This is an optimization exercise on Yosys and OpenROAD, whose aim is small area, not a production implementation. RTL that was checked went through simulation tests only; none was proved equivalent to the original. Only the layout flow was run in runs 4 to 6; the RTL was not checked for function there. Power figures rest on the tool's default switching activity, not on a simulated workload.

$ cat flow/config.mk
export PLATFORM = sky130hd
export DESIGN_NAME = reflet_cpu
export DESIGN_NICKNAME = reflet_cpu
export VERILOG_FILES = /design/flow/design.v
export SDC_FILE = /design/flow/constraint.sdc
export NUM_CORES = 4
export LEC_CHECK = 0
export CAP_MARGIN = 20
export CORE_MARGIN = 2
export CORE_UTILIZATION = 55
export SETUP_SLACK_MARGIN = 0.15
export SLEW_MARGIN = 20
$ cat flow/constraint.sdc
create_clock -name core_clock -period 8.0 [get_ports {clk}]
set_input_delay 1.6000 -clock core_clock [delete_from_list [all_inputs] [get_ports {clk}]]
set_output_delay 1.6000 -clock core_clock [all_outputs]
set_load 0.01 [all_outputs]
$ cat flow/flow/abc.script
strash
dch
amap
topo
stime -c
$ cat flow/design.v
module reflet_alu
    #(parameter wordsize = 16
    )(
    input [wordsize-1:0] working_register,
    input [wordsize-1:0] other_register,
    input [wordsize-1:0] status_register,
    input [7:0] instruction,
    output [wordsize-1:0] out
    );
    wire [3:0] opperand = instruction[7:4];
    wire [wordsize-1:0] wr = working_register;
    wire [wordsize-1:0] oth = other_register;
    wire is_e = opperand == 4'hE;
    wire op_read = opperand == 4'h0;
    wire op_wr   = opperand == 4'h1 || opperand == 4'hC ||
                   (is_e && (instruction[3:0] == 4'h0 || instruction[3:0] == 4'h1 || instruction[3:0] == 4'h4 ||
                             instruction[3:0] == 4'h7 || instruction[3:0] == 4'h9)) ||
                   instruction[7:2] == 6'b111110;
    wire op_set  = opperand == 4'h2;
    wire op_add  = opperand == 4'h3;
    wire op_and  = opperand == 4'h4;
    wire op_or   = opperand == 4'h5;
    wire op_xor  = opperand == 4'h6;
    wire op_not  = opperand == 4'h7;
    wire op_lsl  = opperand == 4'h8;
    wire op_lsr  = opperand == 4'h9;
    wire op_eq   = opperand == 4'hA;
    wire op_les  = opperand == 4'hB;
    wire op_cc2  = instruction == 8'hE5;
    wire op_cmpnot = instruction == 8'hE6;
    wire [wordsize-1:0] add_a = ( op_cc2 ? 0 : wr );
    wire [wordsize-1:0] add_b = ( op_cc2 ? ~wr : ( op_les ? ~oth : oth ) );
    wire [wordsize:0] sum = add_a + add_b + (op_les | op_cc2);
    wire cmp_les = !sum[wordsize];
    wire [wordsize-1:0] x = wr ^ oth;
    wire cmp_eq = ~|x;
    wire [wordsize-1:0] wr_rev;
    genvar k;
    generate for (k=0; k<wordsize; k=k+1) begin : rev_in
        assign wr_rev[k] = wr[wordsize-1-k];
    end endgenerate
    wire big_shift = |oth[wordsize-1:$clog2(wordsize)];
    wire [wordsize-1:0] sh = ( op_lsr ? wr_rev : wr ) << oth[$clog2(wordsize)-1:0];
    wire [wordsize-1:0] sh_rev;
    generate for (k=0; k<wordsize; k=k+1) begin : rev_out
        assign sh_rev[k] = sh[wordsize-1-k];
    end endgenerate
    wire cmp = (op_eq & cmp_eq) | (op_les & cmp_les) | (op_cmpnot & ~status_register[0]);
    wire cmp_op = op_eq | op_les | op_cmpnot;
    wire [3:0] tt = ( {4{op_read}} & 4'b1010 ) |
                    ( {4{op_wr}}   & 4'b1100 ) |
                    ( {4{op_and}}  & 4'b1000 ) |
                    ( {4{op_or}}   & 4'b1110 ) |
                    ( {4{op_xor}}  & 4'b0110 ) |
                    ( {4{op_not}}  & 4'b0101 );
    wire [wordsize-1:0] bitwise;
    generate for (k=0; k<wordsize; k=k+1) begin : lut
        assign bitwise[k] = tt[{wr[k], oth[k]}];
    end endgenerate
    assign out = bitwise |
                 ( {wordsize{op_set}} & {{(wordsize-4){1'b0}}, instruction[3:0]} ) |
                 ( {wordsize{op_add | op_cc2}} & sum[wordsize-1:0] ) |
                 ( {wordsize{op_lsl & !big_shift}} & sh ) |
                 ( {wordsize{op_lsr & !big_shift}} & sh_rev ) |
                 ( {wordsize{cmp_op}} & {status_register[wordsize-1:1], cmp} );
endmodule
module reflet_cpu #(
    parameter wordsize = 16,
    debug_output = 1
    )(
    input clk,
    input reset,
    input enable,
    input [wordsize-1:0] data_in,
    output reg [wordsize-1:0] addr,
    output reg [wordsize-1:0] data_out,
    output write_en,
    output reg quit,  
    output debug,
    input [3:0] interrupt_request,
    output [wordsize-1:0] debug_wr
    );
    integer i;  
    function [wordsize-1:0] inc(input [wordsize-1:0] a);
        integer b;
        reg c;
        begin
            c = 1;
            for (b=0; b<wordsize; b=b+1)
            begin
                inc[b] = a[b] ^ c;
                c = c & a[b];
            end
        end
    endfunction
    function [wordsize-1:0] dec(input [wordsize-1:0] a);
        integer b;
        reg c;
        begin
            c = 1;
            for (b=0; b<wordsize; b=b+1)
            begin
                dec[b] = a[b] ^ c;
                c = c & !a[b];
            end
        end
    endfunction
    wire en = enable & !quit;
    wire [wordsize-1:0] registers [15:0];  
    wire [wordsize-1:0] wr = registers[4'h0  ];
    wire [wordsize-1:0] sr = registers[4'hD  ];
    wire [wordsize-1:0] pc = registers[4'hE  ];
    wire [wordsize-1:0] sp = registers[4'hF  ];
    reg [7:0] instruction;
    wire [3:0] opperand = instruction[7:4];
    wire [1:0] arg = instruction[1:0];
    wire [wordsize-1:0] other_register = registers[instruction[3:0]];
    localparam [3:0] ph_a = 4'd0, ph_b = 4'd1, ph_c = 4'd2, ph_d = 4'd3,
                     ph_e = 4'd4, ph_g = 4'd5, ph_h = 4'd6,
                     ph_f = 4'd8, ph_f2 = 4'd9, ph_f3 = 4'd10, ph_f4 = 4'd11, ph_f5 = 4'd12;
    reg [3:0] phase;
    reg mem_done;  
    wire iok = phase[3];
    wire in_h = phase == ph_h;
    wire in_g = phase == ph_g;
    wire in_f = phase == ph_f;
    wire fetch = (phase == ph_d && mem_done) || phase == ph_e;
    wire i_pop  = instruction == 8'hE3;
    wire i_push = instruction == 8'hE4;
    wire i_ret  = instruction == 8'hE2;
    wire i_call = instruction == 8'hE1;
    wire i_atom = instruction == 8'hEA;
    wire i_str  = opperand == 4'hC;
    wire i_load = opperand == 4'hD;
    wire inst_read = i_load || i_pop || i_ret || i_atom;
    wire inst_write = i_str || i_push || i_call || i_atom;
    always @ (posedge clk)
        if (!reset)
        begin
            phase <= ph_a;
            mem_done <= 0;
        end
        else if (en)
        begin
            case (phase)
                ph_a : phase <= ph_b;
                ph_b : phase <= ph_c;
                ph_c : phase <= ph_d;
                ph_d : phase <= ( mem_done ? ph_f : ph_e );
                ph_e : phase <= ph_f;
                ph_f : phase <= ( inst_read || inst_write ? ph_f2 : ph_g );
                ph_f2 : phase <= ph_f3;
                ph_f3 : phase <= ph_f4;
                ph_f4 : phase <= ( inst_read ? ph_g : ph_f5 );
                ph_f5 : phase <= ph_g;
                ph_g : phase <= ph_h;
                default : phase <= ph_a;
            endcase
            if (in_f)
                mem_done <= 0;
            else if (phase == ph_d || phase == ph_f4)
                mem_done <= 1;
        end
    reg byte_mode;
    wire in_interrupt_context;
    wire [7:0] reduced_behaviour_bits = sr[15:8];
    wire [1:0] size_normal_access = ( reduced_behaviour_bits == 8'h0 ? 2'd1 : reduced_behaviour_bits[1:0] - 2'd1 );
    wire [1:0] size_used =
        ( !iok ? 2'd0 :
          ( (!in_interrupt_context & byte_mode) ? 2'd0 :
            ( i_pop || i_push || i_ret || i_call ? 2'd1 : size_normal_access )));
    wire byte_access = size_used == 2'd0;
    always @ (posedge clk)
        if (!reset)
            byte_mode <= 0;
        else if (en && (instruction == 8'hE7) && in_h)
            byte_mode <= !byte_mode;
    wire [wordsize-1:0] sp_dec = {dec(sp >> 1), sp[0]};
    wire [wordsize-1:0] sp_inc = {inc(sp >> 1), sp[0]};
    wire [wordsize-1:0] mem_addr = ( i_str || i_load ? other_register :
                                   ( i_pop || i_ret ? sp_dec :
                                   ( i_push || i_call ? sp :
                                   ( i_atom ? wr : 0 ))));
    wire [wordsize-1:0] cpu_addr = ( iok ? mem_addr : pc );
    always @ (posedge clk)
        if (en && reset)
            addr <= cpu_addr;
    reg [wordsize-1:0] data_in_cpu;
    reg atom_zero;
    wire [wordsize-1:0] data_out_cpu = ( i_push || i_str ? wr :
                                       ( i_call ? pc :
                                       ( i_atom ? 1 : 0 )));
    wire [wordsize-1:0] data_read = ( cpu_addr[0] ? {8'h0, data_in[15:8]} :
                                    ( byte_access ? {8'h0, data_in[7:0]} : data_in ));
    wire [wordsize-1:0] data_write = ( cpu_addr[0] ? {data_out_cpu[7:0], data_in[7:0]} :
                                     ( byte_access ? {data_in[15:8], data_out_cpu[7:0]} : data_out_cpu ));
    always @ (posedge clk)
        if (en && (phase == ph_c || phase == ph_f3))
            data_in_cpu <= data_read;
        else if (en && phase == ph_f4 && inst_write)
            data_in_cpu <= data_write;
    always @ (posedge clk)
        if (en && phase == ph_f3)
            atom_zero <= ~|data_read;
    always @ (*)
        data_out = data_in_cpu;
    wire [wordsize-1:0] pc_inc = inc( i_ret ? data_in_cpu : pc );
    assign write_en = phase == ph_f5 || (in_g && i_atom);
    wire alignment_error = (phase == ph_f2 || phase == ph_f3 || phase == ph_f4 || phase == ph_f5) &&
                           |(addr[2:0] & {size_used == 2'd3, size_used[1], size_used != 2'd0});
    always @ (posedge clk)
        if (en && fetch)
            instruction <= data_in_cpu[7:0];
    reg old_softint, old_setintstack, old_getint;
    reg [1:0] old_arg;
    wire op_softint      = instruction[7:2] == 6'b111111;
    wire op_setintstack  = instruction[7:2] == 6'b111110;
    wire op_getintstack  = instruction[7:2] == 6'b111101;
    wire op_getint       = instruction[7:2] == 6'b111100;
    wire op_setint       = instruction[7:2] == 6'b111011;
    always @ (posedge clk)
        if (en && fetch)
        begin
            old_softint <= op_softint;
            old_setintstack <= op_setintstack;
            old_getint <= op_getint;
            old_arg <= arg;
        end
    wire d_softint     = ( in_f ? old_softint : op_softint );
    wire d_setintstack = ( in_f ? old_setintstack : op_setintstack );
    wire [1:0] d_arg   = ( in_f ? old_arg : arg );
    wire [3:0] used_int = {interrupt_request[3:1], interrupt_request[0] | (sr[5] & alignment_error)};
    wire [3:0] softint_request = ( d_softint ? (4'h1 << d_arg) : 4'h0 );
    wire [3:0] int_masked = (used_int | softint_request) & sr[4:1];
    reg [3:0] int_masked_latched;
    always @ (posedge clk)
        if (!reset)
            int_masked_latched <= 0;
        else if (en)
            int_masked_latched <= ( in_h ? int_masked : int_masked_latched | int_masked );
    reg [2:0] level;  
    assign in_interrupt_context = !level[2];
    wire [2:0] target_level = ( int_masked_latched[0] ? 3'd0 :
                              ( int_masked_latched[1] ? 3'd1 :
                              ( int_masked_latched[2] ? 3'd2 :
                              ( int_masked_latched[3] ? 3'd3 : 3'd4))));
    wire new_int = target_level < level;
    wire take_int = new_int & in_h;
    reg [1:0] level_memory_0, level_memory_1;
    reg level_memory_2;
    wire [2:0] previous_level = ( level[2] ? 3'h4 :
                                ( level[1:0] == 2'd0 ? {1'b0, level_memory_0} + 3'd1 :
                                ( level[1:0] == 2'd1 ? {1'b0, level_memory_1} + 3'd1 :
                                ( level[1:0] == 2'd2 ? {level_memory_2, ~level_memory_2, ~level_memory_2} : 3'h4 ))));
    wire [3:0] addr_memory_load, routine_load;
    wire [wordsize-1:0] addr_memory_in = ( !reset ? 0 : ( take_int ? ( op_softint ? pc_inc : pc ) : wr ) );
    wire [wordsize-1:0] routine_in = ( !reset ? 0 : wr );
    wire [wordsize-1:0] addr_memory [3:0];
    wire [wordsize-1:0] routines [3:0];
    genvar k;
    generate for (k=0; k<4; k=k+1) begin : int_tables
        reg [wordsize-1:0] addr_memory_q, routines_q;
        assign addr_memory_load[k] = !reset || (en && ( take_int ? target_level[1:0] == k :
                                     !(instruction == 8'hEB && !in_f) && d_setintstack && d_arg == k ));
        assign routine_load[k] = !reset || (en && op_setint && in_h && arg == k);
        always @ (posedge clk)
        begin
            if (addr_memory_load[k])
                addr_memory_q <= addr_memory_in;
            if (routine_load[k])
                routines_q <= routine_in;
        end
        assign addr_memory[k] = addr_memory_q;
        assign routines[k] = routines_q;
    end endgenerate
    always @ (posedge clk)
        if (!reset)
            level <= 4;
        else if (en)
        begin
            if (take_int)
            begin
                level <= target_level;
                case (target_level[1:0])
                    2'd0 : level_memory_0 <= level[1:0] - 2'd1;
                    2'd1 : level_memory_1 <= level[1:0] - 2'd1;
                    2'd2 : level_memory_2 <= level[2];
                    default : ;
                endcase
            end
            else if (instruction == 8'hEB && in_h)
                level <= previous_level;
        end
    reg h_first;
    always @ (posedge clk)
        h_first <= in_g;
    wire getint_valid = ( h_first ? old_getint & !(inst_read || inst_write) : op_getint );
    wire [1:0] routine_index = ( new_int ? target_level[1:0] : ( h_first ? old_arg : arg ) );
    wire [wordsize-1:0] routine = routines[routine_index];
    wire [wordsize-1:0] getint_out = ( getint_valid ? routine : 0 );
    wire i_retint = instruction == 8'hEB;
    wire [wordsize-1:0] addr_memory_out = addr_memory[i_retint ? level[1:0] : arg];
    wire [wordsize-1:0] int_out = ( (i_retint && !level[2]) || op_getintstack ? addr_memory_out : 0 );
    wire [wordsize-1:0] alu_out;
    reflet_alu #(.wordsize(wordsize)) alu(
        .working_register(wr),
        .other_register(other_register),
        .status_register(sr),
        .instruction(instruction),
        .out(alu_out));
    wire [wordsize-1:0] mem_out = ( i_load || i_pop ? data_in_cpu :
                                  ( i_ret ? pc_inc :
                                  ( i_atom ? {sr[wordsize-1:1], atom_zero} : 0 )));
    wire [wordsize-1:0] content = alu_out | mem_out | int_out | getint_out;
    wire [3:0] index = ( opperand == 4'h1 ? instruction[3:0] :
                       ( opperand == 4'hA || opperand == 4'hB || instruction == 8'hE6 || i_atom ? 4'hD   :
                       ( i_ret || i_call || i_retint || (instruction == 8'hE0 && sr[0]) ? 4'hE   : 4'h0   )));
    wire write_back = en && in_h;
    wire write_reg = write_back && !new_int && !i_push && instruction != 8'hE8;
    always @ (posedge clk)
        if (!reset)
            quit <= 0;
        else if (write_back && !new_int && instruction == 8'hE8)
            quit <= 1;
    wire [wordsize-1:0] reg_in = ( !reset ? 0 : content );
    wire [wordsize-1:0] pc_in = ( !reset ? 4   : ( new_int ? routine : ( index == 4'hE   ? content : pc_inc ) ) );
    wire [wordsize-1:0] sp_in = ( !reset ? 0   : ( index == 4'hF   ? content : ( i_pop || i_ret ? sp_dec : sp_inc ) ) );
    generate for (k=0; k<16; k=k+1) begin : regs
        reg [wordsize-1:0] q;
        wire load;
        if (k == 4'hE  )
        begin
            assign load = !reset || write_back;
            always @ (posedge clk)
                if (load)
                    q <= pc_in;
        end
        else if (k == 4'hF  )
        begin
            assign load = !reset || (write_back && !new_int && (i_pop || i_ret || i_push || i_call || index == 4'hF  ));
            always @ (posedge clk)
                if (load)
                    q <= sp_in;
        end
        else
        begin
            assign load = !reset || (write_reg && index == k);
            always @ (posedge clk)
                if (load)
                    q <= reg_in;
        end
        assign registers[k] = q;
    end endgenerate
    assign debug = instruction == 8'hE9 && in_h;
    generate
        if (debug_output)
            assign debug_wr = wr;
        else
            assign debug_wr = 0;
    endgenerate
endmodule
$ cat flow/flow/run.sh
#!/bin/bash
# The standard layout (standard.sh), changed in three ways:
#  - synthesis is synth_recipe.tcl unchanged except that ABC maps the logic
#    with flow/abc.script, an area-oriented script (registers are mapped
#    before ABC runs, so they are the standard synthesis's);
#  - ports are buffered with sky130_fd_sc_hd__buf_1;
#    placement removes the synthesis buffers as usual;
#  - the clock tree is built with CTS_ARGS below, without dummy loads.
# make's output goes to run.log; each ORFS step keeps its own log under
# orfs/logs/.
set -euo pipefail
cd "$(dirname "$0")/.."
W=$PWD
cat > flow_synth.tcl <<EOT
proc abc {args} {
  set i [lsearch \$args -script]
  if {\$i >= 0} { lset args [expr {\$i + 1}] $W/flow/abc.script }
  yosys abc {*}\$args
}
source $W/synth_recipe.tcl
EOT
sed "s#SYNTH_SCRIPT=[^ ]*#SYNTH_SCRIPT=$W/flow_synth.tcl#" standard.sh > flow_standard.sh
grep -q "SYNTH_SCRIPT=$W/flow_synth.tcl" flow_standard.sh
export BUFFER_PORTS_ARGS="-buffer_cell sky130_fd_sc_hd__buf_1"
export GPL_KEEP_OVERFLOW=0
export CTS_ARGS="-sink_clustering_enable -repair_clock_nets -dont_use_dummy_load -buf_list sky130_fd_sc_hd__clkbuf_8 -sink_clustering_size 18 -sink_clustering_max_diameter 55"
bash flow_standard.sh > run.log 2>&1
$ cat flow/standard.sh
#!/bin/bash
# synth_recipe.tcl (not shown) runs the flow's synth.tcl, then flattens the netlist and writes it again
# the make line also repeats each setting of config.mk as NAME=value (left out here)
make -C /OpenROAD-flow-scripts/flow DESIGN_CONFIG=/design/flow/config.mk WORK_HOME=/design/flow/orfs CLKGATE_MAP_FILE= SYNTH_SCRIPT=/design/flow/synth_recipe.tcl "${@:-finish}"
==> metrics.md, run 1 <==
| Metric | Value |
|---|---|
| Status | timing/DRC/antenna clean |
| CTS tree | done |
| Post-Synthesis Cells | 1994 |
| Layout cells sized above 1 | 9.927% |
| CTS Buf Count | 39 |
| Max-slew violation count | 0 |
| Actual slew at the worst max-slew pin | 1.214 ns |
| Cell Pwr Density | 188.3 mW/mm² |
| Commonest cells in the synthesized netlist | edfxtp_1, nor2_1, clkinv_1, o22ai_1, nand2_1 |
| Max Clk Rate | 130.7 MHz |
| Drt pass-1 iters | 6 |
| Top Ports | 74 |
| DR vias/cell | 7.448 |
| Most common cell in the netlist | edfxtp_1 |
| Relative max-transition margin | 18.82% |
| Setup slack after layout | 0.3487 ns |
| Most used cell, CP | ha_1 |
| Gpl congestion | a little over 1 |
| Hold buffer count at cts | 0 |
| Hold crit path type | flip-flop to flip-flop |
| Yosys top cell area share | 58.02% |
| Max-cap violations | 0 |
| Slowest CP cell | nor4_1 |
| RSZ-0062 raised after global routing | yes |
| Root Driver | clkbuf_8 |
| Fin. Hold Viols | 0 |
| Placed inst area | 0.02432 mm² |
| HP Start | byte_mode |
| CP Capture Type | flip-flop |
| Final setup fails | 0 |
| DRC | 0 |
| Die ar. | 0.04257 mm² |
| R2R cell count | 28 |
| Vias in the first global route | about 19000 |
| Utilization after layout | 62.19% |
| End of the worst hold path | byte_mode |
| Die width | approximately 210 µm |
| Initial DRC Count | 3516 |
| Detail Placement HPWL | 69300 µm |
| Starting Density | 55.39% |
| Total number of vias | about 20000 |
| # rows | 74 |
| Static Leak | about 8.6 nW |
| CP peak stage delay | 0.69 ns |
| WL per Instance | 34.91 µm |
| Post-synthesis cell area | around 0.023 mm² |
| EDFF count, synth | 435 |
| Later-pin clock latency in the skew report | 0.66 ns |
| Antenna Nets Post-Route | 0 |
| Tot GR Track Use | roughly 44% |
| GR Overflow Total | 0 |
| CTS clk-pin slew, worst paths | 0.10 ns |
| Post-synthesis sequential area ratio | about three fifths |
| Synthesized flop and latch total | 450 |
| Finished Cell Area | 0.02528 mm² |
| Place WS | -1.290 ns |
| Layout net count | 2276 |
| Avg Inst Size Synth | 11.29 µm² |
| Die H | 206.3 µm |
| Final WL | 94980 µm |
| Hold slack | roughly 0.47 ns |
| FF-to-FF End | regs[15].q[12] |
| Crit share post-route | between 90% and 100% |
| Layout Cells excl Fill | 2721 |
| Initial antenna violation count | 5 |
| H-tree depth | 2 |
| Hold depth | 1 |
| Clock skew | 0.07686 ns |
| Critical Path RT | 8.41 ns |
| Worst EP arrival | between 8 and 9 ns |
| # port buffers | 73 |
| Syn Nets | 2082 |
| Largest net degree at the start of global routing | 73 |
| First-pass GRT wire length | 132100 µm |
| Reg2reg start | instruction[3] |
| Post-synth ARST share | 0% |
| Final min period | 7.651 ns |
| Primary FF master, synth | edfxtp_1 |
| Origin of the worst setup path | instruction[3] |
| Placed Cells | 2649 |
| Reg2Reg Setup Slack | 0.35 ns |
| Crit-path max FO | 37 |
| TritonCTS sink count | 450 |
| Max IR drop VDD | roughly 0.21 mV |
| Synth area leaders | edfxtp_1, o22ai_1, nor2_1, ha_1, clkinv_1 |
| Synth warn | 1 |
| Yosys cell types | 45 |
| Cell taking the most area after synthesis | edfxtp_1 |
| Clock tree buffer depth | 3 |
| Area growth syn-to-layout | 12.27% |
| WS Path Type | flip-flop to flip-flop |
| Critical Path Start Type | flip-flop |
| Core area | 0.04065 mm² |
logic make-up (layout without fill, tap and decap cells):
| group | count (synthesis) | count (layout) | share of synthesized area, % |
|---|---|---|---|
| fa+ha+maj | 65 | 65 | 3.645 |
| simple gates | 532 | 532 | 10.10 |
| flops | 450 | 450 | 59.35 |
| compound gates | 747 | 747 | 23.55 |
| other cells | 0 | 3 | 0 |
| buf+inv | 199 | 391 | 3.318 |
| xor+xnor | 1 | 1 | 0.03891 |
worst max-delay path, delay by kind of cell, from the launching register on:
family,cells,cell delay [ns]
buffers and inverters,4,0.96
AO/OA/AOI/OAI,6,1.34
flip-flops,1,0.53
AND/OR/NAND/NOR,6,2.13
adder cells (fa/ha/maj),12,2.43
through the flow:
| stage | setup TNS [ns] | power (mW) |
|---|---|---|
| after global routing | 0 | 4.862 |
| after floorplan | 0 | 3.240 |
| after global placement | -713.38 | 3.540 |
| after CTS | 0 | 4.705 |
| after detailed placement | -59.97 | 3.588 |
| final | 0 | 4.761 |
sequential cells by signal (all words and copies together), names as in the netlist, 3 cells and up:
signal and flops:
addr 16, data_in_cpu 16, instruction 8, int_masked_latched 4, int_tables.addr_memory_q 64, int_tables.routines_q 64, level 3, phase 4
regs.q 256
layout by cell type (no fill, tap or decap), types with 17 or more instances in the layout:
cell,count
nor3_1,28
buf_6,28
clkbuf_8,39
nor2_2,25
o22a_1,31
nor4_1,19
nor2_1,214
clkinv_1,191
nand4_1,20
buf_1,74
nand2_1,133
a222oi_1,27
a221oi_1,58
o221ai_1,19
o21ai_2,23
a21o_1,17
buf_4,35
a22oi_1,81
o21ai_0,57
ha_1,64
a211oi_1,46
a21oi_1,70
edfxtp_1,435
nand3_1,36
o22ai_1,191
worst max-delay path by stage:
stage                     end  slack, ns  cells after the start
2_1_floorplan   regs[14].q[0]       0.51                     31
3_5_place_dp    regs[14].q[0]      -1.29                     35
5_1_grt         regs[14].q[0]       0.07                     34
3_3_place_gp    regs[6].q[14]      -3.12                     24
4_1_cts         regs[14].q[0]       0.10                     35
6_report       regs[15].q[12]       0.35                     28
power breakdown:
| part | leakage [nW] | switching (mW) | total, mW | internal [mW] |
|---|---|---|---|---|
| Sequential | 4.52 | 0.0867 | 2.84 | 2.75 |
| Combinational | 3.78 | 0.536 | 0.751 | 0.214 |
| Clock | 0.280 | 0.734 | 1.17 | 0.437 |
| Total | 8.58 | 1.36 | 4.76 | 3.40 |
layer usage:
metal / up-vias / global-route usage [%] / routed length, µm
li1: 8438 / - / -
met1: 9772 / 56.94 / 33410
met2: 1683 / 66.85 / 41760
met3: 370 / 12.08 / 12360
met4: 2 / 28.49 / 7438
met5: - / 0 / 13
layout make-up:
type / instances / area, µm²
well taps: 532 / 665.6
repair inverters: 1 / 5.005
flip-flops and latches: 450 / 13360
clock buffers: 39 / 536.8
repair buffers: 152 / 1076
fillers: 3259 / 15370
multi-input cells: 1345 / 8852
inverters: 199 / 772.0
diodes: 3 / 7.507
repair_timing:
| item | 4_1_cts | 5_1_grt |
|---|---|---|
| setup endpoints to repair | 169 | 49 |
| buffers inserted | 1 | 27 |
| resized for setup | 14 | 29 |
| gates cloned | 0 | 1 |
| pin swaps | 0 | 4 |
==> run 2: changes to the inputs <==
--- a/flow/flow/run.sh
+++ b/flow/flow/run.sh
@@ -22,6 +22,5 @@
 sed "s#SYNTH_SCRIPT=[^ ]*#SYNTH_SCRIPT=$W/flow_synth.tcl#" standard.sh > flow_standard.sh
 grep -q "SYNTH_SCRIPT=$W/flow_synth.tcl" flow_standard.sh
 export BUFFER_PORTS_ARGS="-buffer_cell sky130_fd_sc_hd__buf_1"
-export GPL_KEEP_OVERFLOW=0
 export CTS_ARGS="-sink_clustering_enable -repair_clock_nets -dont_use_dummy_load -buf_list sky130_fd_sc_hd__clkbuf_8 -sink_clustering_size 18 -sink_clustering_max_diameter 55"
 bash flow_standard.sh > run.log 2>&1
==> run 2 against run 1 <==
- critical endpoint is now regs[15].q[15]
- register-to-register slack improved by 0.22 ns
- worst setup slack improved by 0.22 ns
- still clean on timing, DRC and antenna
- combinational power is 1% lower
- die area stayed put
==> metrics.md, run 2 <==
| Metric | Value |
|---|---|
| Status | timing/DRC/antenna clean |
| Detail Placement HPWL | 67710 µm (-2.3%) |
| Cell Pwr Density | 189.7 mW/mm² (+0.75%) |
| Die ar. | 0.04257 mm² (unchanged) |
| DRC | 0 (unchanged) |
| Synth warn | 1 (unchanged) |
| Largest register FFs | 256 (unchanged) |
| Syn Nets | 2082 (unchanged) |
| Fillers | 3330 (+2.2%) |
| Static Leak | 8.631 nW (+0.58%) |
| Later-pin clock latency in the skew report | 0.68 ns (+0.02 ns) |
| TritonCTS sink count | 450 (unchanged) |
| Post-synthesis cell area | 0.02252 mm² (unchanged) |
| Final min period | 7.436 ns (-0.2156 ns) |
| Clock tree buffer depth | 3 (unchanged) |
| Largest net degree at the start of global routing | 68 (-6.8%) |
| CP Capture Type | flip-flop |
| Worst EP arrival | 7.85 ns (-0.22 ns) |
| Initial antenna violation count | 5 (unchanged) |
| CTS tree | done |
| Largest Register | regs.q |
| Post-synthesis sequential area ratio | 59.35% (unchanged) |
| Max-cap violations | 0 (unchanged) |
| Starting Density | 55.39% (unchanged) |
| Antenna Nets Post-Route | 0 (unchanged) |
| Most common cell in the netlist | edfxtp_1 |
| Setup slack after layout | 0.5643 ns (+0.2156 ns) |
| Yosys top cell area share | 58.02% (unchanged) |
| Fin. Hold Viols | 0 (unchanged) |
| WL per Instance | 33.89 µm (-2.9%) |
| WP buf/inv | 4 (unchanged) |
| Power Total | 4.741 mW (-0.42%) |
| Drt pass-1 iters | 7 (+1) |
| Finished Cell Area | 0.02499 mm² (-1.2%) |
| TNS Setup | 0 ns (unchanged) |
| WS Path Type | flip-flop to flip-flop |
| Crit-path max FO | 17 (-54%) |
| Critical Path RT | 8.41 ns (about the same) |
| Primary FF master, synth | edfxtp_1 |
| Max-slew violation count | 0 (unchanged) |
| Cell taking the most area after synthesis | edfxtp_1 |
| Initial DRC Count | 3368 (-4.2%) |
| EDFF count, synth | 435 (unchanged) |
| Clock skew | 0.1001 ns (+0.02327 ns) |
| Area growth syn-to-layout | 10.98% |
| Actual slew at the worst max-slew pin | 1.139 ns (-0.07529 ns) |
| Most frequent cells in the layout | edfxtp_1, nor2_1, clkinv_1 |
| Utilization after layout | 61.47% (-0.72 points) |
| Most used cell, CP | ha_1 |
| DR vias/cell | 7.363 (-1.1%) |
| Layout cells sized above 1 | 8.038% (-1.9 points) |
| Die H | 206.3 µm (unchanged) |
| Critical Path Start Type | flip-flop |
| CTS clk-pin slew, worst paths | 0.08 ns (-0.02 ns) |
| Placed inst area | 0.02437 mm² (+0.20%) |
| Total number of vias | 20330 (+0.32%) |
| Crit share post-route | 92.95% (-2.7 points) |
| Tot GR Track Use | 43.81% (-0.64 points) |
| Core area | 0.04065 mm² (unchanged) |
| First-pass GRT wire length | 130500 µm (-1.2%) |
| Avg Inst Size Synth | 11.29 µm² (unchanged) |
| Vias in the first global route | 18610 (-0.70%) |
| Relative max-transition margin | 23.29% (+4.5 points) |
| Top Ports | 74 (unchanged) |
| Final setup fails | 0 (unchanged) |
| CTS Buf Count | 39 (unchanged) |
| Commonest cells in the synthesized netlist | edfxtp_1, nor2_1, clkinv_1, o22ai_1, nand2_1 |
| Gpl congestion | 1.073 (+5.4%) |
| Final WL | 93560 µm (-1.5%) |
| # rows | 74 (unchanged) |
| # port buffers | 73 (unchanged) |
| Max Clk Rate | 134.5 MHz (+2.9%) |
| Synth area leaders | edfxtp_1, o22ai_1, nor2_1, ha_1, clkinv_1 |
| H-tree depth | 2 (unchanged) |
| Place WS | 0.3793 ns (+1.669 ns) |
| Root Driver | clkbuf_8 |
| CP peak stage delay | 0.74 ns (+0.05 ns) |
| Most common cell after layout, fill and taps aside | edfxtp_1 |
| Layout net count | 2317 (+1.8%) |
| Family with the most delay on the worst path | adder cells |
| Synthesized flop and latch total | 450 (unchanged) |
| Max IR drop VDD | 0.2179 mV (+4.6%) |
| Largest registers | regs.q x256, int_tables.addr_memory_q x64, int_tables.routines_q x64 |
| RSZ-0062 raised after global routing | no |
| Post-Synthesis Cells | 1994 (unchanged) |
| Die width | 206.3 µm (unchanged) |
| GR Overflow Total | 0 (unchanged) |
| Yosys cell types | 45 (unchanged) |
| Hold crit path type | flip-flop to flip-flop |
| Post-synth ARST share | 0% (unchanged) |
| Slowest CP cell | a2111oi_0 |
run 2: cell types whose count changed in the layout (fill, tap and decap cells not counted), moves of 21 or more:
cell | before | now
o21ai_2 | 23 | 0
o21ai_1 | 2 | 23
nor2_2 | 25 | 3
buf_6 | 28 | 0
buf_4 | 35 | 121
nor2_1 | 214 | 245
run 2: path summary, 6_finish.rpt:
path	endpoint	slack (ns)	startpoint	cells past startpoint
max reg2reg	regs[15].q[15]	0.56	instruction[3]	29
min reg2reg	byte_mode	0.47	byte_mode	1
max	regs[15].q[15]	0.56	instruction[3]	29
min	byte_mode	0.47	byte_mode	1
run 2: power breakdown:
part / internal, mW / switching (mW)
Sequential: 2.75 / 0.0766
Combinational: 0.207 / 0.536
Clock: 0.437 / 0.733
run 2: layout make-up:
cell class	instances	area [µm²]	area share, %
Antenna cell	2	5.005	0.02003
Clock buffer	39	536.8	2.148
Inverter	199	750.7	3.005
Multi-Input combinational cell	1345	8483	33.95
Sequential cell	450	13360	53.48
Tap cell	532	665.6	2.664
Timing Repair Buffer	194	1182	4.732
run 2: metal layers:
layer  routed length, µm  track usage, %  up-vias
met4                6883           27.68        6
met1               33520           55.84     9829
met3               11690           12.09      388
met5                  48               0        -
li1                    -               -     8527
met2               41420           66.25     1580
run 2: cell families (layout without fill, tap and decap cells):
group / Yosys count / count (layout) / share of synthesized area [%]
XOR/XNOR: 1 / 1 / 0.03891
buffers and inverters: 199 / 432 / 3.318
other: 0 / 2 / 0
AO/OA/AOI/OAI: 747 / 747 / 23.55
AND/OR/NAND/NOR: 532 / 532 / 10.10
adder cells (fa/ha/maj): 65 / 65 / 3.645
flip-flops: 450 / 450 / 59.35
run 2: what timing repair did:
action	in CTS	in global routing
setup buffers	0	6
gates resized for setup	0	7
setup endpoints to repair	0	16
hold buffers	0	0
run 2: per-stage QoR:
step	instances	hold slack [ns]
after detailed placement	2714	0.4525
after global placement	2714	0.4452
final	2761	0.4747
after CTS	2753	0.4638
after global routing	2759	0.4967
after floorplan	1994	0.4221
==> run 3: changes to the inputs <==
--- a/flow/flow/run.sh
+++ b/flow/flow/run.sh
@@ -22,5 +22,5 @@
 sed "s#SYNTH_SCRIPT=[^ ]*#SYNTH_SCRIPT=$W/flow_synth.tcl#" standard.sh > flow_standard.sh
 grep -q "SYNTH_SCRIPT=$W/flow_synth.tcl" flow_standard.sh
 export BUFFER_PORTS_ARGS="-buffer_cell sky130_fd_sc_hd__buf_1"
-export CTS_ARGS="-sink_clustering_enable -repair_clock_nets -dont_use_dummy_load -buf_list sky130_fd_sc_hd__clkbuf_8 -sink_clustering_size 18 -sink_clustering_max_diameter 55"
+export CTS_ARGS="-sink_clustering_enable -repair_clock_nets -dont_use_dummy_load -buf_list sky130_fd_sc_hd__clkbuf_4 -sink_clustering_size 12 -sink_clustering_max_diameter 40"
 bash flow_standard.sh > run.log 2>&1
==> run 3 against run 2 <==
- still clean on timing, DRC and antenna
- hold slack improved by 0.0083 ns
- final cell count rose by 0.76%
- design area is 0.39% lower
- area after synthesis stayed put
- sequential power about the same
- non-clock buffer count is the same
- largest cell class unchanged
- largest power group unchanged
==> metrics.md, run 3 <==
| Metric | Value |
|---|---|
| Relative max-transition margin | 24.88% (+1.6 points) |
| TritonCTS sink count | 450 (unchanged) |
| WP buf/inv | 4 (unchanged) |
| Die width | 206.3 µm (unchanged) |
| Worst EP arrival | 8.05 ns (+0.20 ns) |
| Critical Path RT | 8.61 ns (+0.20 ns) |
| Root Driver | clkbuf_4 |
| Initial antenna violation count | 5 (unchanged) |
| NetSw | 1.345 mW (about the same) |
| Avg Inst Size Synth | 11.29 µm² (unchanged) |
| EDFF count, synth | 435 (unchanged) |
| Clock skew | 0.1251 ns (+0.02494 ns) |
| Most common cell in the netlist | edfxtp_1 |
| Clock Power Share | 22.9% (-1.8 points) |
| First-pass GRT wire length | 130800 µm (+0.26%) |
| Detail Placement HPWL | 67710 µm (unchanged) |
| Later-pin clock latency in the skew report | 0.89 ns (+0.21 ns) |
| CP Capture Type | flip-flop |
| # rows | 74 (unchanged) |
| Max-slew violation count | 0 (unchanged) |
| Layout cells sized above 1 | 8.816% (+0.78 points) |
| Max-cap violations | 0 (unchanged) |
| Total number of vias | 20580 (+1.2%) |
| Static Leak | 8.617 nW (-0.16%) |
| Fin. Hold Viols | 0 (unchanged) |
| Cell Pwr Density | 186.1 mW/mm² (-1.9%) |
| CP peak stage delay | 0.58 ns (-0.16 ns) |
| Largest net degree at the start of global routing | 68 (unchanged) |
| Gate power share | 16.0% (+0.3 points) |
| Most common cell after layout, fill and taps aside | edfxtp_1 |
| Top Ports | 74 (unchanged) |
| RSZ-0062 raised after global routing | no |
| Drt pass-1 iters | 8 (+1) |
| Commonest cells in the synthesized netlist | edfxtp_1, nor2_1, clkinv_1, o22ai_1, nand2_1 |
| Placed inst area | 0.02437 mm² (unchanged) |
| Pint | 3.288 mW (-3.2%) |
| Layout net count | 2336 (+0.82%) |
| Initial DRC Count | 3645 (+8.2%) |
| Family with the most delay on the worst path | adder cells |
| Antenna Nets Post-Route | 0 (unchanged) |
| # port buffers | 73 (unchanged) |
| DRC | 0 (unchanged) |
| TNS Setup | 0 ns (unchanged) |
| Slowest CP cell | a21oi_1 |
| Final min period | 7.437 ns (+0.001544 ns) |
| Crit-path max FO | 17 (unchanged) |
| Finished Cell Area | 0.02489 mm² (-0.39%) |
| CTS Buf Count | 58 (+49%) |
| Fillers | 3337 (+0.21%) |
| Yosys top cell area share | 58.02% (unchanged) |
| Post-Synthesis Cells | 1994 (unchanged) |
| Post-synthesis cell area | 0.02252 mm² (unchanged) |
| Hold buffer count at cts | 0 (unchanged) |
| Hold crit path type | flip-flop to flip-flop |
| Clock tree buffer depth | 3 (unchanged) |
| Gpl congestion | 1.073 (unchanged) |
| Switching share of total power | 29.03% (+0.64 points) |
| Register share of total power | 61.0% (+1.4 points) |
| Final WL | 93640 µm (about the same) |
| Largest register FFs | 256 (unchanged) |
| Largest Register | regs.q |
| Max IR drop VDD | 0.1981 mV (-9.1%) |
| Critical Path Start Type | flip-flop |
| Die ar. | 0.04257 mm² (unchanged) |
| Post-synthesis sequential area ratio | 59.35% (unchanged) |
| CTS clk-pin slew, worst paths | 0.08 ns (about the same) |
| Power Total | 4.632 mW (-2.3%) |
| Footprint of the multi-input gates | 0.008483 mm² (unchanged) |
| Largest registers | regs.q x256, int_tables.addr_memory_q x64, int_tables.routines_q x64 |
| WS Path Type | flip-flop to flip-flop |
| Primary FF master, synth | edfxtp_1 |
| Core area | 0.04065 mm² (unchanged) |
| Synth area leaders | edfxtp_1, o22ai_1, nor2_1, ha_1, clkinv_1 |
| Most frequent cells in the layout | edfxtp_1, nor2_1, clkinv_1 |
| Starting Density | 55.39% (unchanged) |
| Final setup fails | 0 (unchanged) |
| Hold slack | 0.4830 ns (+0.008258 ns) |
| Area growth syn-to-layout | 10.55% |
| Post-synth ARST share | 0% (unchanged) |
| Status | timing/DRC/antenna clean |
| Cell taking the most area after synthesis | edfxtp_1 |
| Synth warn | 1 (unchanged) |
| Most used cell, CP | ha_1 |
| CTS tree | done |
| Tot GR Track Use | 43.78% (about the same) |
| Die H | 206.3 µm (unchanged) |
| Actual slew at the worst max-slew pin | 1.124 ns (-0.01473 ns) |
| Register Area | 0.01336 mm² (unchanged) |
| Max Clk Rate | 134.5 MHz (about the same) |
| Vias in the first global route | 18840 (+1.2%) |
| Synthesized flop and latch total | 450 (unchanged) |
| GR Overflow Total | 0 (unchanged) |
| H-tree depth | 2 (unchanged) |
| DR vias/cell | 7.398 (+0.47%) |
| Crit share post-route | 92.97% (about the same) |
| Yosys cell types | 45 (unchanged) |
| WL per Instance | 33.66 µm (-0.67%) |
| Syn Nets | 2082 (unchanged) |
## run 3: cell counts after synthesis
No cell type changed its count.
## run 3: worst paths after layout
path	slack [ns]	cells past startpoint	end	startpoint
worst min-delay path	0.48	1	byte_mode	byte_mode
worst min register to register	0.48	1	byte_mode	byte_mode
worst max-delay path	0.56	30	regs[15].q[14]	instruction[3]
worst max register to register	0.56	30	regs[15].q[14]	instruction[3]
## run 3: logic make-up (layout without fill, tap and decap cells)
group	after synthesis	in the layout	share of synthesized area (%)
AO/OA/AOI/OAI	747	747	23.55
AND/OR/NAND/NOR	532	532	10.10
flip-flops	450	450	59.35
buffers and inverters	199	451	3.318
adder cells (fa/ha/maj)	65	65	3.645
XOR/XNOR	1	1	0.03891
other	0	4	0
## run 3: repair_timing
action | CTS | global route
setup endpoints to repair | 0 | 16
resized for setup | 0 | 7
buffers inserted | 0 | 6
## run 3: layout make-up
class / count / share of cell area, %
timing repair buffer: 194 / 4.750
sequential: 450 / 53.69
clock buffer: 58 / 1.749
multi-input combinational: 1345 / 34.08
tap: 532 / 2.674
antenna: 4 / 0.04022
inverter: 199 / 3.016
## run 3: metal layers
metal,share of wire (%),up-vias,global-route usage [%],wire length [µm]
li1,-,8578,-,-
met1,35,9869,55.67,33030
met2,44,1714,65.80,41140
met3,13,418,11.84,12060
met4,7.9,2,29.18,7397
met5,0.013,-,0.2381,12
## run 3: power groups by stage
stage	clock, mW	sequential [mW]	combinational [mW]
2_1_floorplan	0	2.85	0.388
3_3_place_gp	0	2.87	0.697
3_5_place_dp	0	2.88	0.704
4_1_cts	1.06	2.82	0.707
5_1_grt	1.14	2.83	0.770
6_report	1.06	2.83	0.743
## run 3: through the flow
step | worst slack [ns] | instances | util (%)
floorplan | 0.5106 | 1994 | -
global placement | 0.3690 | 2714 | 59.96
detailed placement | 0.3793 | 2714 | 59.96
CTS | 0.2954 | 2772 | 61.03
global route | 0.2118 | 2779 | 61.22
finish | 0.5627 | 2782 | 61.24
==> run 4: changes to the inputs <==
--- a/flow/design.v
+++ b/flow/design.v
@@ -93,15 +93,15 @@
             end
         end
     endfunction
-    function [wordsize-1:0] dec(input [wordsize-1:0] a);
+    function [wordsize-1:0] step(input [wordsize-1:0] a, input down);
         integer b;
         reg c;
         begin
             c = 1;
             for (b=0; b<wordsize; b=b+1)
             begin
-                dec[b] = a[b] ^ c;
-                c = c & !a[b];
+                step[b] = a[b] ^ c;
+                c = c & (a[b] ^ down);
             end
         end
     endfunction
@@ -175,10 +175,9 @@
             byte_mode <= 0;
         else if (en && (instruction == 8'hE7) && in_h)
             byte_mode <= !byte_mode;
-    wire [wordsize-1:0] sp_dec = {dec(sp >> 1), sp[0]};
-    wire [wordsize-1:0] sp_inc = {inc(sp >> 1), sp[0]};
+    wire [wordsize-1:0] sp_step = {step(sp >> 1, i_pop || i_ret), sp[0]};
     wire [wordsize-1:0] mem_addr = ( i_str || i_load ? other_register :
-                                   ( i_pop || i_ret ? sp_dec :
+                                   ( i_pop || i_ret ? sp_step :
                                    ( i_push || i_call ? sp :
                                    ( i_atom ? wr : 0 ))));
     wire [wordsize-1:0] cpu_addr = ( iok ? mem_addr : pc );
@@ -324,7 +323,7 @@
             quit <= 1;
     wire [wordsize-1:0] reg_in = ( !reset ? 0 : content );
     wire [wordsize-1:0] pc_in = ( !reset ? 4   : ( new_int ? routine : ( index == 4'hE   ? content : pc_inc ) ) );
-    wire [wordsize-1:0] sp_in = ( !reset ? 0   : ( index == 4'hF   ? content : ( i_pop || i_ret ? sp_dec : sp_inc ) ) );
+    wire [wordsize-1:0] sp_in = ( !reset ? 0   : ( index == 4'hF   ? content : sp_step ) );
     generate for (k=0; k<16; k=k+1) begin : regs
         reg [wordsize-1:0] q;
         wire load;
--- a/flow/flow/run.sh
+++ b/flow/flow/run.sh
@@ -22,5 +22,5 @@
 sed "s#SYNTH_SCRIPT=[^ ]*#SYNTH_SCRIPT=$W/flow_synth.tcl#" standard.sh > flow_standard.sh
 grep -q "SYNTH_SCRIPT=$W/flow_synth.tcl" flow_standard.sh
 export BUFFER_PORTS_ARGS="-buffer_cell sky130_fd_sc_hd__buf_1"
-export CTS_ARGS="-sink_clustering_enable -repair_clock_nets -dont_use_dummy_load -buf_list sky130_fd_sc_hd__clkbuf_4 -sink_clustering_size 12 -sink_clustering_max_diameter 40"
+export CTS_ARGS="-sink_clustering_enable -repair_clock_nets -dont_use_dummy_load -buf_list sky130_fd_sc_hd__clkbuf_8 -sink_clustering_size 18 -sink_clustering_max_diameter 55"
 bash flow_standard.sh > run.log 2>&1
==> run 4 against run 3 <==
- still clean
- total power up 2.3%
- worst setup slack worse by 0.054 ns
- synthesized cell count up 0.25%
- critical path depth up 4
- sequential share of layout area down 0.23 points
- hold slack better by 0.028 ns
- sequential power about the same
- design area up 0.43%
- global-route usage down 0.51 points
- core utilization up 1.2 points
- register-to-register slack worse by 0.05 ns
- clock-buffer cell count down 19
==> metrics.md, run 4 <==
| Metric | Value |
|---|---|
| Crit share post-route | 93.65% (+0.68 points) |
| CTS clk-pin slew, worst paths | 0.10 ns (+0.02 ns) |
| WS Path Type | flip-flop to flip-flop |
| Most common cell in the netlist | edfxtp_1 |
| Antenna Nets Post-Route | 0 (unchanged) |
| Max Clk Rate | 133.5 MHz (-0.73%) |
| Register Area | 0.01336 mm² (unchanged) |
| Area growth syn-to-layout | 11.55% |
| CTS Buf Count | 39 (-33%) |
| Reg2reg start | instruction[3] |
| Die width | 205.9 µm (-0.23%) |
| Final WL | 91820 µm (-1.9%) |
| Drt pass-1 iters | 6 (-2) |
| Fillers | 3250 (-2.6%) |
| Placed inst area | 0.02440 mm² (+0.12%) |
| Detail Placement HPWL | 65570 µm (-3.2%) |
| Largest net degree at the start of global routing | 73 (+7.4%) |
| Yosys cell types | 46 (+2.2%) |
| # port buffers | 73 (unchanged) |
| GR Overflow Total | 0 (unchanged) |
| FF-to-FF End | regs[8].q[0] |
| Cell Pwr Density | 189.5 mW/mm² (+1.8%) |
| R2R cell count | 34 (+13%) |
| Largest register FFs | 256 (unchanged) |
| Most frequent cells in the layout | edfxtp_1, clkinv_1, nor2_1 |
| Power Total | 4.738 mW (+2.3%) |
| Critical Path RT | 8.32 ns (-0.29 ns) |
| Largest registers | regs.q x256, int_tables.addr_memory_q x64, int_tables.routines_q x64 |
| Hold buffer count at cts | 0 (unchanged) |
| Cell taking the most area after synthesis | edfxtp_1 |
| Reg2Reg Setup Slack | 0.51 ns (-0.05 ns) |
| Most common cell after layout, fill and taps aside | edfxtp_1 |
| EDFF count, synth | 435 (unchanged) |
| Critical Path Start Type | flip-flop |
| Most used cell, CP | nor2_1 |
| Place WS | 0.5875 ns (+0.2082 ns) |
| Later-pin clock latency in the skew report | 0.67 ns (-0.22 ns) |
| Total number of vias | 20760 (+0.88%) |
| HP Start | byte_mode |
| Clock skew | 0.1178 ns (-0.007321 ns) |
| Primary FF master, synth | edfxtp_1 |
| Commonest cells in the synthesized netlist | edfxtp_1, clkinv_1, nor2_1, o22ai_1, nand2_1 |
| Post-Synthesis Cells | 1999 (+0.25%) |
| Final min period | 7.492 ns (+0.05438 ns) |
| Finished Cell Area | 0.02500 mm² (+0.43%) |
| Synth warn | 1 (unchanged) |
| Avg Inst Size Synth | 11.21 µm² (-0.72%) |
| CP peak stage delay | 0.81 ns (+0.23 ns) |
| Tot GR Track Use | 43.27% (-0.51 points) |
| Gpl congestion | 1.083 (+0.94%) |
| Top Ports | 74 (unchanged) |
| Root Driver | clkbuf_8 |
| Hold crit path type | flip-flop to flip-flop |
| # rows | 73 (-1.4%) |
| Die H | 205.9 µm (-0.23%) |
| RSZ-0062 raised after global routing | yes |
| WL per Instance | 33.23 µm (-1.3%) |
| DRC | 0 (unchanged) |
| End of the worst hold path | byte_mode |
| Yosys top cell area share | 58.29% (+0.28 points) |
| Post-synthesis cell area | 0.02241 mm² (-0.47%) |
| Status | timing/DRC/antenna clean |
| Max-slew violation count | 0 (unchanged) |
| Footprint of the multi-input gates | 0.008332 mm² (-1.8%) |
| Initial DRC Count | 3841 (+5.4%) |
| Crit-path max FO | 22 (+5) |
| Synthesized flop and latch total | 450 (unchanged) |
| Largest Register | regs.q |
| TNS Setup | 0 ns (unchanged) |
| Max-cap violations | 0 (unchanged) |
| Starting Density | 56.01% (+0.62 points) |
| Relative max-transition margin | 20.55% (-4.3 points) |
| Slowest CP cell | nor2_1 |
| H-tree depth | 2 (unchanged) |
| Post-synth ARST share | 0% (unchanged) |
| Hold slack | 0.5110 ns (+0.02797 ns) |
| Layout net count | 2300 (-1.5%) |
| TritonCTS sink count | 450 (unchanged) |
| CP Capture Type | flip-flop |
| Layout cells sized above 1 | 8.900% (+0.084 points) |
| Die ar. | 0.04237 mm² (-0.46%) |
| Setup slack after layout | 0.5084 ns (-0.05438 ns) |
| Hold depth | 1 (unchanged) |
| Post-synthesis sequential area ratio | 59.63% (+0.28 points) |
| Max IR drop VDD | 0.1919 mV (-3.1%) |
| Syn Nets | 2061 (-1.0%) |
| Initial antenna violation count | 7 (+2) |
| Origin of the worst setup path | instruction[3] |
| Vias in the first global route | 18840 (+0.027%) |
| CTS tree | done |
| Synth area leaders | edfxtp_1, o22ai_1, clkinv_1, nor2_1, a221oi_1 |
| Worst EP arrival | 7.82 ns (-0.23 ns) |
| Static Leak | 8.255 nW (-4.2%) |
| Clock tree buffer depth | 3 (unchanged) |
| First-pass GRT wire length | 130100 µm (-0.53%) |
| Core area | 0.04001 mm² (-1.6%) |
| Actual slew at the worst max-slew pin | 1.162 ns (+0.03782 ns) |
| Fin. Hold Viols | 0 (unchanged) |
| Final setup fails | 0 (unchanged) |
| DR vias/cell | 7.515 (+1.6%) |
[run 4: metrics by stage]
stage | instances | utilization, %
6_report | 2763 | 62.48
2_1_floorplan | 1999 | -
3_3_place_gp | 2718 | 60.99
5_1_grt | 2761 | 62.47
4_1_cts | 2757 | 62.33
3_5_place_dp | 2718 | 60.99
[run 4: worst max-delay path by stage]
stage | end | slack [ns]
5_1_grt | regs[13].q[0] | 0.05
4_1_cts | regs[15].q[12] | 0.55
3_3_place_gp | regs[15].q[12] | 0.66
3_5_place_dp | regs[15].q[12] | 0.59
2_1_floorplan | regs[14].q[0] | 0.32
6_report | regs[8].q[0] | 0.51
[run 4: critical path, delay by kind of cell (launching register included)]
kind / cells / cell delay, ns
simple gates: 15 / 2.84
compound gates: 12 / 2.24
buf+inv: 6 / 1.15
flops: 1 / 0.58
fa+ha+maj: 1 / 0.32
[run 4: cell families after synthesis]
kind of cell               after synthesis  share of synthesized area [%]
AOI/OAI and AO/OA                      755                          24.01
xor gates and xnor gates                 1                        0.03909
adders and majority gates               39                          2.211
buffers and inverters                  235                          3.936
DFF                                    450                          59.63
and+or+nand+nor                        519                          10.17
[run 4: layout make-up]
| class | instances | area share [%] |
|---|---|---|
| Clock buffer | 39 | 2.147 |
| Sequential cell | 450 | 53.46 |
| Tap cell | 525 | 2.628 |
| Multi-Input combinational cell | 1314 | 33.33 |
| Inverter | 235 | 3.559 |
| Timing Repair Buffer | 198 | 4.855 |
| Antenna cell | 2 | 0.02002 |
[run 4: timing repair]
item / 4_1_cts / 5_1_grt
setup endpoints to repair: 0 / 46
buffers inserted: 0 / 4
resized for setup: 0 / 4
[run 4: power by group]
| part | internal (mW) | switching, mW | leakage [nW] |
|---|---|---|---|
| clock network | 0.436 | 0.728 | 0.280 |
| registers | 2.75 | 0.0735 | 4.51 |
| logic | 0.200 | 0.551 | 3.46 |
| total | 3.39 | 1.35 | 8.26 |
[run 4: per-layer routing]
metal	GRT usage, %	part of all wire, %	vias up
li1	-	-	8593
met1	59.18	37	9950
met2	60.32	40	1804
met3	13.29	15	412
met4	26.79	7.7	4
met5	0	0.026	-
==> run 5: changes to the inputs <==
--- a/flow/design.v
+++ b/flow/design.v
@@ -186,9 +186,7 @@
             addr <= cpu_addr;
     reg [wordsize-1:0] data_in_cpu;
     reg atom_zero;
-    wire [wordsize-1:0] data_out_cpu = ( i_push || i_str ? wr :
-                                       ( i_call ? pc :
-                                       ( i_atom ? 1 : 0 )));
+    wire [wordsize-1:0] data_out_cpu = ( i_call ? pc : ( i_atom ? 1 : wr ) );
     wire [wordsize-1:0] data_read = ( cpu_addr[0] ? {8'h0, data_in[15:8]} :
                                     ( byte_access ? {8'h0, data_in[7:0]} : data_in ));
     wire [wordsize-1:0] data_write = ( cpu_addr[0] ? {data_out_cpu[7:0], data_in[7:0]} :
==> run 5 against run 4 <==
- synthesized cell count fell by 0.55%
- global-route usage is 0.90 points higher
- total power hardly changed
- first-iteration DRC count is 4.7% higher
- flip-flop and latch count unchanged
- register-to-register slack better by 0.06 ns
- critical endpoint is now regs[14].q[0]
- highest routed layer unchanged
==> metrics.md, run 5 <==
| Metric | Value |
|---|---|
| Status | timing/DRC/antenna clean |
| Fillers | 3187 (-1.9%) |
| Critical Path RT | 8.35 ns (+0.03 ns) |
| Die width | 205.7 µm (about the same) |
| Syn Nets | 2050 (-0.53%) |
| Synth area leaders | edfxtp_1, o22ai_1, nor2_1, clkinv_1, a221oi_1 |
| Hold crit path type | flip-flop to flip-flop |
| Max Clk Rate | 134.5 MHz (+0.76%) |
| Avg Inst Size Synth | 11.26 µm² (+0.45%) |
| Routed wl met3 | 14310 µm (+2.1%) |
| Primary FF master, synth | edfxtp_1 |
| CTS tree | done |
| Layout cells sized above 1 | 8.427% (-0.47 points) |
| Commonest cells in the synthesized netlist | edfxtp_1, nor2_1, clkinv_1, o22ai_1, nand2_1 |
| CP Capture Type | flip-flop |
| # rows | 73 (unchanged) |
| # port buffers | 73 (unchanged) |
| Slowest CP cell | nor2_1 |
| Wl on met1 | 34610 µm (+3.0%) |
| Post-synth ARST share | 0% (unchanged) |
| Cell taking the most area after synthesis | edfxtp_1 |
| Mux share of post-synthesis cell area | 0% (unchanged) |
| Most used cell, CP | nor2_1 |
| Post-synthesis sequential area ratio | 59.69% (+0.063 points) |
| EDFF count, synth | 435 (unchanged) |
| Synthesized flop and latch total | 450 (unchanged) |
| Post CTS Setup Buffer Count | 0 (unchanged) |
| Drt pass-1 iters | 7 (+1) |
| Critical Path Start Type | flip-flop |
| Yosys cell types | 47 (+2.2%) |
| H-tree depth | 2 (unchanged) |
| Most common cell after layout, fill and taps aside | edfxtp_1 |
| TritonCTS sink count | 450 (unchanged) |
| WL per Instance | 34.05 µm (+2.4%) |
| Fin. Hold Viols | 0 (unchanged) |
| Crit-path max FO | 18 (-18%) |
| Layout net count | 2283 (-0.74%) |
| RSZ-0062 raised after global routing | no |
| Synth warn | 1 (unchanged) |
| Post-Synthesis Cells | 1988 (-0.55%) |
| GR Overflow Total | 0 (unchanged) |
| First-pass GRT wire length | 131700 µm (+1.2%) |
| Most frequent cells in the layout | edfxtp_1, nor2_1, clkinv_1 |
| Cell Pwr Density | 190.4 mW/mm² (+0.45%) |
| CTS clk-pin slew, worst paths | 0.08 ns (-0.02 ns) |
| Finished Cell Area | 0.02491 mm² (-0.37%) |
| Actual slew at the worst max-slew pin | 1.245 ns (+0.08304 ns) |
| Worst EP arrival | 7.78 ns (-0.04 ns) |
| Area growth syn-to-layout | 11.26% |
| Final WL | 93530 µm (+1.9%) |
| Initial antenna violation count | 2 (-5) |
| Core area | 0.03991 mm² (-0.23%) |
| WS Path Type | flip-flop to flip-flop |
| Later-pin clock latency in the skew report | 0.68 ns (about the same) |
| Initial DRC Count | 4022 (+4.7%) |
| DR vias/cell | 7.585 (+0.93%) |
| Total number of vias | 20840 (+0.35%) |
| Hold buffer count at cts | 0 (unchanged) |
| Clock skew | 0.1215 ns (+0.003699 ns) |
| WP buf/inv | 7 (+1) |
| DRC | 0 (unchanged) |
| CTS Buf Count | 39 (unchanged) |
| Tot GR Track Use | 44.17% (+0.90 points) |
| Relative max-transition margin | 16.71% (-3.8 points) |
| Die ar. | 0.04233 mm² (-0.10%) |
| TNS Setup | 0 ns (unchanged) |
| Met2 WL | 38520 µm (+3.8%) |
| Crit share post-route | 92.94% (-0.70 points) |
| Detail Placement HPWL | 65930 µm (+0.55%) |
| Die H | 205.7 µm (about the same) |
| Top Layer Used | met5 |
| Max-slew violation count | 0 (unchanged) |
| Antenna Nets Post-Route | 0 (unchanged) |
| Clock tree buffer depth | 3 (unchanged) |
| CP peak stage delay | 0.73 ns (-0.08 ns) |
| Largest register FFs | 256 (unchanged) |
| Most common cell in the netlist | edfxtp_1 |
| Final setup fails | 0 (unchanged) |
| Max IR drop VDD | 0.1795 mV (-6.4%) |
| Post-cts resize count | 0 (unchanged) |
| Synth Area in Compound Gates | 23.78% (-0.23 points) |
| XOR/XNOR Fraction of Synth Area | 0.03913% (+0.000042 points) |
| Gpl congestion | 1.059 (-2.2%) |
| Root Driver | clkbuf_8 |
| Largest net degree at the start of global routing | 73 (unchanged) |
| Largest Register | regs.q |
| Yosys top cell area share | 58.35% (+0.062 points) |
| Family with the most delay on the worst path | compound AO/OA/AOI/OAI gates |
| Top Ports | 74 (unchanged) |
| Placed inst area | 0.02431 mm² (-0.37%) |
| Post-synthesis cell area | 0.02239 mm² (-0.11%) |
| Vias in the first global route | 18500 (-1.8%) |
| Largest family of logic cells by synthesized area | compound AO/OA/AOI/OAI gates |
| Synth Area in Simple Gates | 10.94% (+0.77 points) |
| Starting Density | 56.08% (+0.069 points) |
| Max-cap violations | 0 (unchanged) |
| Synth Area in Adders | 2.213% (+0.0023 points) |
| Static Leak | 8.251 nW (about the same) |
| Largest registers | regs.q x256, int_tables.addr_memory_q x64, int_tables.routines_q x64 |
| Final min period | 7.435 ns (-0.05631 ns) |
## run 5: worst paths after layout
check                 start            end  slack [ns]  depth (start not counted)
max reg2reg  instruction[0]  regs[14].q[0]        0.56                         37
min reg2reg       byte_mode      byte_mode        0.47                          1
min               byte_mode      byte_mode        0.47                          1
max          instruction[0]  regs[14].q[0]        0.56                         37
## run 5: cell type report
| cell class | count | area [µm²] | share of cell area (%) |
|---|---|---|---|
| clock buffer | 39 | 536.8 | 2.155 |
| antenna | 3 | 7.507 | 0.03014 |
| tap | 525 | 656.9 | 2.638 |
| timing repair buffer | 192 | 1167 | 4.687 |
| inverter | 199 | 747.0 | 2.999 |
| multi-input combinational | 1339 | 8427 | 33.84 |
| sequential | 450 | 13360 | 53.65 |
## run 5: cells by family after synthesis
family                   count (synthesis)
AO/OA/AOI/OAI                          742
AND/OR/NAND/NOR                        557
buffers and inverters                  199
flip-flops                             450
XOR/XNOR                                 1
adder cells (fa/ha/maj)                 39
## run 5: through the flow
| step | hold slack, ns | cells | setup WS (ns) | utilization [%] | power [mW] |
|---|---|---|---|---|---|
| floorplan | 0.4361 | 1988 | 0.1328 | - | 3.232 |
| detailed placement | 0.4537 | 2700 | 0.6553 | 60.90 | 3.580 |
| global placement | 0.4499 | 2700 | 0.8518 | 60.89 | 3.571 |
| global route | 0.4890 | 2744 | 0.1535 | 62.38 | 4.851 |
| finish | 0.4686 | 2747 | 0.5647 | 62.40 | 4.742 |
| CTS | 0.4622 | 2739 | 0.6708 | 62.25 | 4.698 |
## run 5: worst reg2reg max path, delay by kind of cell (launching register included)
| kind | cells | cell delay [ns] |
|---|---|---|
| compound gates | 15 | 2.86 |
| simple gates | 14 | 2.36 |
| buf+inv | 7 | 1.16 |
| flops | 1 | 0.37 |
| fa+ha+maj | 1 | 0.40 |
## run 5: where the power goes
part	switching, mW	internal, mW	total, mW
Clock	0.730	0.436	1.17
Combinational	0.552	0.200	0.752
Sequential	0.0737	2.75	2.82
## run 5: per-layer routing
layer  GRT usage [%]  vias to the layer above
li1                -                     8579
met1           60.69                     9996
met2           62.58                     1881
met3           14.22                      377
met4           23.10                        2
met5               0                        -
==> run 6: changes to the inputs <==
==> flow/flow/abc.script (replaced) <==
strash
dch
amap
strash
dch
amap
topo
stime -c
==> run 6 against run 5 <==
- highest routed layer unchanged
- die area is 0.64% lower
- critical endpoint is now regs[15].q[13]
- total power grew 2.9%
- area after synthesis is 0.65% lower
- global-route usage is 2.4 points lower
==> metrics.md, run 6 <==
| Metric | Value |
|---|---|
| Status | timing/DRC/antenna clean |
| Critical Path RT | 8.40 ns (+0.05 ns) |
| Clock Power Share | 23.6% (-1.0 points) |
| Core area | 0.03982 mm² (-0.23%) |
| GR Overflow Total | 0 (unchanged) |
| Gpl congestion | 1.058 (-0.13%) |
| Hold buffer count at cts | 0 (unchanged) |
| Most common cell in the netlist | edfxtp_1 |
| Final min period | 7.317 ns (-0.1185 ns) |
| TNS Setup | 0 ns (unchanged) |
| Tot GR Track Use | 41.73% (-2.4 points) |
| Synthesized flop and latch total | 450 (unchanged) |
| Power Total | 4.881 mW (+2.9%) |
| Die ar. | 0.04206 mm² (-0.64%) |
| Yosys cell types | 47 (unchanged) |
| Setup slack after layout | 0.6832 ns (+0.1185 ns) |
| Fillers | 3310 (+3.9%) |
| Max IR drop VDD | 0.1793 mV (-0.14%) |
| Antenna Nets Post-Route | 0 (unchanged) |
| Largest registers | regs.q x256, int_tables.addr_memory_q x64, int_tables.routines_q x64 |
| Static Leak | 8.244 nW (about the same) |
| Footprint of the multi-input gates | 0.008213 mm² (-2.5%) |
| Synth area leaders | edfxtp_1, o22ai_1, nor2_1, clkinv_1, a221oi_1 |
| Clock tree buffer depth | 3 (unchanged) |
| Cell Pwr Density | 197.3 mW/mm² (+3.6%) |
| Avg Inst Size Synth | 11.31 µm² (+0.41%) |
| Switching share of total power | 29.10% (+0.51 points) |
| Primary FF master, synth | edfxtp_1 |
| CTS tree | done |
| Post-synthesis cell area | 0.02224 mm² (-0.65%) |
| Yosys top cell area share | 58.73% (+0.38 points) |
| Most frequent cells in the layout | edfxtp_1, nor2_1, clkinv_1 |
| Largest net degree at the start of global routing | 73 (unchanged) |
| Post-Synthesis Cells | 1967 (-1.1%) |
| Register Area | 0.01336 mm² (unchanged) |
| Top Ports | 74 (unchanged) |
| Critical Path Start Type | flip-flop |
| Final setup fails | 0 (unchanged) |
| Area growth syn-to-layout | 11.23% (about the same) |
| RSZ-0062 raised after global routing | yes |
| WS Path Type | flip-flop to flip-flop |
| CTS clk-pin slew, worst paths | 0.06 ns (-0.02 ns) |
| Die H | 205.1 µm (-0.32%) |
| NetSw | 1.420 mW (+4.8%) |
| Syn Nets | 2029 (-1.0%) |
| H-tree depth | 2 (unchanged) |
| Reg2Reg Setup Slack | 0.68 ns (+0.12 ns) |
| First-pass GRT wire length | 125600 µm (-4.6%) |
| Starting Density | 55.85% (-0.24 points) |
| Worst EP arrival | 7.71 ns (-0.07 ns) |
| # port buffers | 73 (unchanged) |
| Crit share post-route | 91.46% (-1.5 points) |
| CTS Buf Count | 39 (unchanged) |
| Largest Register | regs.q |
| Crit-path max FO | 23 (+5) |
| Detail Placement HPWL | 64620 µm (-2.0%) |
| Die width | 205.1 µm (-0.32%) |
| Post-synth ARST share | 0% (unchanged) |
| Post-synthesis sequential area ratio | 60.08% (+0.39 points) |
| Later-pin clock latency in the skew report | 0.67 ns (about the same) |
| Max-cap violations | 0 (unchanged) |
| Root Driver | clkbuf_8 |
| Pint | 3.461 mW (+2.2%) |
| Register share of total power | 58.9% (-0.7 points) |
| Vias in the first global route | 18400 (-0.54%) |
| Gate power share | 17.5% (+1.6 points) |
| Fin. Hold Viols | 0 (unchanged) |
| Clock skew | 0.08312 ns (-0.03834 ns) |
| Most common cell after layout, fill and taps aside | edfxtp_1 |
| WL per Instance | 32.47 µm (-4.6%) |
| Final WL | 88360 µm (-5.5%) |
-- run 6: cell count changes in the layout (fill, tap and decap cells not counted), sizes merged, moves of 12 or more --
cell    change
nor2       +15
nand2      -13
a22oi      -13
clkinv     +17
o22a       +12
and3       +15
nand3      -51
a21oi      +26
o22ai      -21
a222oi     +16
o32a       -12
-- run 6: path summary, 6_finish.rpt --
| check | from | to | cells past startpoint |
|---|---|---|---|
| worst max register to register | instruction[1] | regs[15].q[13] | 27 |
| worst min register to register | byte_mode | byte_mode | 1 |
| worst max-delay path | instruction[1] | regs[15].q[13] | 27 |
| worst min-delay path | byte_mode | byte_mode | 1 |
-- run 6: critical path, stage by stage (launching register included) --
cell	delay [ns]
edfxtp_1	0.54
clkinv_1	0.32
nand2_1	0.25
nor2_1	0.08
buf_4	0.18
clkinv_1	0.08
nor2b_1	0.05
a2111oi_0	0.38
nand4_1	0.23
o22ai_2	0.14
buf_4	0.30
clkinv_1	0.14
a222oi_1	0.29
ha_1	0.33
a21o_1	0.17
a31oi_1	0.38
nor2_1	0.12
a221oi_1	0.39
clkinv_1	0.20
nand4_1	0.12
o311ai_0	0.21
a311oi_1	0.57
nor3_1	0.14
nor2_1	0.14
xnor2_1	0.08
a211oi_1	0.52
nor2_1	0.41
o22a_1	0.33
-- run 6: what timing repair did --
action,in CTS,in global routing
buffers inserted,0,7
gates resized for setup,0,6
setup endpoints to repair,0,33
hold endpoints to repair,0,0
-- run 6: area by class of cell --
cell class	instances	area share (%)
timing repair buffer	190	4.663
sequential	450	54.02
tap	525	2.655
clock buffer	39	2.170
inverter	217	3.293
multi-input combinational	1300	33.20
-- run 6: per-stage QoR --
step | hold slack [ns] | area (µm²)
after detailed placement | 0.4607 | 24120
after floorplan | 0.4371 | 22250
after global placement | 0.4580 | 24110
after global routing | 0.4932 | 24740
after CTS | 0.4696 | 24660
final | 0.4681 | 24740
-- run 6: routing by layer --
layer | GRT usage (%) | vias to the layer above | share of wire [%]
li1 | - | 8429 | -
met2 | 63.75 | 1551 | 44
met3 | 11.20 | 377 | 12
met4 | 21.17 | 2 | 6.6
met1 | 55.08 | 9696 | 37
met5 | 0 | - | 0.010
-- run 6: kinds of logic (layout without fill, tap and decap cells) --
| family | Yosys count | in the layout | share of synthesized area (%) |
|---|---|---|---|
| AOI/OAI and AO/OA | 741 | 741 | 23.78 |
| adders and majority gates | 39 | 39 | 2.228 |
| xor gates and xnor gates | 1 | 1 | 0.03939 |
| buffers and inverters | 217 | 446 | 3.662 |
| DFF | 450 | 450 | 60.08 |
| and+or+nand+nor | 519 | 519 | 10.21 |
-- run 6: power by group through the flow --
stage	Combinational [mW]	Clock [mW]	Sequential, mW
6_report	0.855	1.15	2.87
5_1_grt	0.896	1.22	2.88
4_1_cts	0.820	1.15	2.87
3_5_place_dp	0.816	0	2.92
3_3_place_gp	0.810	0	2.92
2_1_floorplan	0.460	0	2.88

[re-timing with driven ports]
How much do the figures lean on ideal ports? The routed layouts below were timed once more, with nothing changed but the port constraints. Step 1 sets driving cells, clkbuf_16 on the clock port and buf_2 on the other inputs (assumed; they add their load-dependent delay and slew). Step 2 also shifts input and output timing later by t, the mid clock arrival at the registers, as if the neighbouring blocks saw the same clock. a / b / c = no drivers / after step 1 / after step 2; a / b = the first two.
run | shift t [ns] | slack for setup (ns)
run 1 | 0.675 | 0.349 / 0.349 / 0.349
run 2 | 0.690 | 0.564 / 0.564 / 0.564
run 3 | 0.887 | 0.563 / 0.563 / 0.563
run 4 | 0.664 | 0.508 / 0.508 / 0.508
run 5 | 0.671 | 0.565 / 0.565 / 0.565
run 6 | 0.680 | 0.683 / 0.683 / 0.683
After both steps every run listed still meets setup and hold.
